Context: an optimization exercise on an open-source flow, tuned for small area and a short achievable clock period. The choices shown serve that exercise and are no tape-out recipe.
In this exercise RTL edits were held to simulation tests only and were not proved equivalent to the original.

==> job 8973: inputs <==
// simd_vector_mac
module simd_vector_mac (
    input clk,
    input rst_n,
    input valid_i,
    input start_i,
    input last_i,
    input [63:0] A,
    input [63:0] B,
    output vector_mac_valid_o,
    output [37:0] vector_mac_data_o
);
    logic [3:0] v_p, s_p, l_p;   
    logic [3:0] clr;   
    wire one1;
    wire two2;
    wire bp3;
    wire bp4;
    wire bp5;
    wire bp6;
    wire bp7;
    wire bp8;
    wire bp9;
    wire bp10;
    wire bp11;
    wire bp12;
    wire bp13;
    wire bp14;
    wire bp15;
    wire bp16;
    wire bp17;
    wire bp18;
    wire bp19;
    wire bn20;
    wire one21;
    wire two22;
    wire bp23;
    wire bp24;
    wire bp25;
    wire bp26;
    wire bp27;
    wire bp28;
    wire bp29;
    wire bp30;
    wire bp31;
    wire bp32;
    wire bp33;
    wire bp34;
    wire bp35;
    wire bp36;
    wire bp37;
    wire bp38;
    wire bp39;
    wire bn40;
    wire one41;
    wire two42;
    wire bp43;
    wire bp44;
    wire bp45;
    wire bp46;
    wire bp47;
    wire bp48;
    wire bp49;
    wire bp50;
    wire bp51;
    wire bp52;
    wire bp53;
    wire bp54;
    wire bp55;
    wire bp56;
    wire bp57;
    wire bp58;
    wire bp59;
    wire bn60;
    wire one61;
    wire two62;
    wire bp63;
    wire bp64;
    wire bp65;
    wire bp66;
    wire bp67;
    wire bp68;
    wire bp69;
    wire bp70;
    wire bp71;
    wire bp72;
    wire bp73;
    wire bp74;
    wire bp75;
    wire bp76;
    wire bp77;
    wire bp78;
    wire bp79;
    wire bn80;
    wire one81;
    wire two82;
    wire bp83;
    wire bp84;
    wire bp85;
    wire bp86;
    wire bp87;
    wire bp88;
    wire bp89;
    wire bp90;
    wire bp91;
    wire bp92;
    wire bp93;
    wire bp94;
    wire bp95;
    wire bp96;
    wire bp97;
    wire bp98;
    wire bp99;
    wire bn100;
    wire one101;
    wire two102;
    wire bp103;
    wire bp104;
    wire bp105;
    wire bp106;
    wire bp107;
    wire bp108;
    wire bp109;
    wire bp110;
    wire bp111;
  ...
export LEC_CHECK = 0
export ABC_AREA = 1
export CAP_MARGIN = 20
export CORE_MARGIN = 2
export CORE_UTILIZATION = 40
export PLACE_DENSITY = 0.8
export SETUP_SLACK_MARGIN = 2.4
export SLEW_MARGIN = 20
create_clock -name core_clock -period 4.5 [get_ports {clk}]
standard.sh (not shown) runs the stock make flow with config.mk's settings and CLKGATE_MAP_FILE= SYNTH_SCRIPT=/design/flow/synth_recipe.tcl, a recipe that flattens the netlist after the stock synthesis.
==> flow/flow/run.sh <==
#!/bin/bash
# Standard layout, with one netlist step between synthesis and floorplan: bubble2.py chooses the
# polarity of the full-adder cells, fa(~a,~b,~c) = ~fa(a,b,c), and of gates that have a
# complemented twin, so that the netlist needs fewer inverters. Registers are not touched.
# Port buffers are buf_2 cells instead of the delay cells buffer_ports picks by itself.
set -euo pipefail
R=$PWD/orfs/results/$FLOW_PLATFORM/simd_vector_mac/base
LIB=$FLOW_HOME/platforms/$FLOW_PLATFORM/lib/sky130_fd_sc_hd__tt_025C_1v80.lib
bash standard.sh "$R/1_2_yosys.v" > synth.log 2>&1
cp "$R/1_2_yosys.v" "$PWD/1_2_yosys_standard.v"
python3 flow/bubble2.py "$LIB" "$PWD/1_2_yosys_standard.v" "$R/1_2_yosys.v" > bubble.log 2>&1
export BUFFER_PORTS_ARGS="-buffer_cell sky130_fd_sc_hd__buf_2"
bash standard.sh finish > layout.log 2>&1
Other scripts of this flow, unchanged in this note and not shown: flow/flow/bubble2.py
==> job 7615: changes against job 8973 <==
PLACE_DENSITY = 0.9   (was 0.8)
SETUP_SLACK_MARGIN = 2.3   (was 2.4)
==> job 3769: changes against job 8973 <==
SETUP_SLACK_MARGIN = 2.35   (was 2.4)
==> flow_summary.yaml <==
worst_setup_path:
  path_cells: "fa_1, fa_1, fa_2, inv_2, nor2_1"
  cpPeakStageDelay_ns: 0.62
  crit_path_top_delay_cell: "fa_2"
  crit_end: "t7_54"
  r2r_slack_ns: 2.31
power_and_ir_drop:
  pg_seq_w: 0.0112
  comb_power_w: 0.0185
drt:
  viasPerCell: 5.38
  drt_iter0_markers: 3064
  met2_length_mm: 60.3
timing:
  max_freq_mhz: 457
  tightest_slew_ns: 0.951
finish:
  ff_latch_area_sq_um: 14700
  final_area_sq_um: 50300
  multi_input_area_share_pct: 54.5
run_status:
  outcome: "finished clean"
global_route:
  met1_usage_pct: 31.6
placement:
  dpl.hpwl_mm: 99.3
-- figures above: job 8973

==> flow_summary.yaml <==
run_status:
  outcome: "finished clean"
finish:
  multi_input_area_share_pct: 54.6
  ff_latch_area_sq_um: 14700
  final_area_sq_um: 49100
power_and_ir_drop:
  comb_power_w: 0.0182
  pg_seq_w: 0.0112
worst_setup_path:
  r2r_slack_ns: 2.22
  cpPeakStageDelay_ns: 0.61
  path_cells: "fa_1, fa_1, fa_1, inv_1, nor2_1"
  crit_end: "t7_26"
timing:
  max_freq_mhz: 439
  tightest_slew_ns: 1.14
drt:
  met2_length_mm: 61.7
-- figures above: job 3769

==> flow_summary.yaml <==
drt:
  met2_length_mm: 62.0
  viasPerCell: 5.64
  first_pass_iters: 7
  drt_iter0_markers: 3638
power_and_ir_drop:
  pg_seq_w: 0.0113
  cellLeakagePower_nw: 20.9
  comb_power_w: 0.0193
worst_setup_path:
  cpPeakStageDelay_ns: 0.63
  r2r_slack_ns: 2.21
  crit_end: "t7_28"
  crit_path_top_delay_cell: "fa_1"
run_status:
  outcome: "finished clean"
finish:
  final_area_sq_um: 48400
  multi_input_area_share_pct: 54.4
timing:
  tightest_slew_ns: 0.959
-- figures above: job 7615

-- what the ideal ports hide --
The flow's constraints put no driver on any port. The routed layouts listed below were extracted and timed again, unchanged, in two steps.
Step 1 assumes that a clkbuf_16 drives the clock port and a buf_2 every other input.
Step 2 adds t to the input delays and takes it off the output delays; t is the mean of the earliest and latest rising clock arrival at the registers after step 1. Input paths then give back, and output paths get back, about the clock's delay inside the block.
Three values: ideal, step 1, step 2; two values: the first two.
run | t, ns | setup slack, ns | worst setup path at the end | worst register clock-pin slew, ns | worst slew at a driven data input, ns
job 8973 | 0.699 | 2.310 / 2.310 / 1.719 | input to register | 0.07 / 0.07 | 0.10
job 7615 | 0.702 | 2.211 / 2.211 / 1.610 | input to register | 0.07 / 0.07 | 0.09
job 3769 | 0.710 | 2.220 / 2.220 / 1.574 | input to register | 0.07 / 0.07 | 0.13
After both steps setup and hold are still met in every run listed. The setup slack of job 3769, which loses most, moves by 0.000 ns with the drivers and by -0.646 ns with both steps.
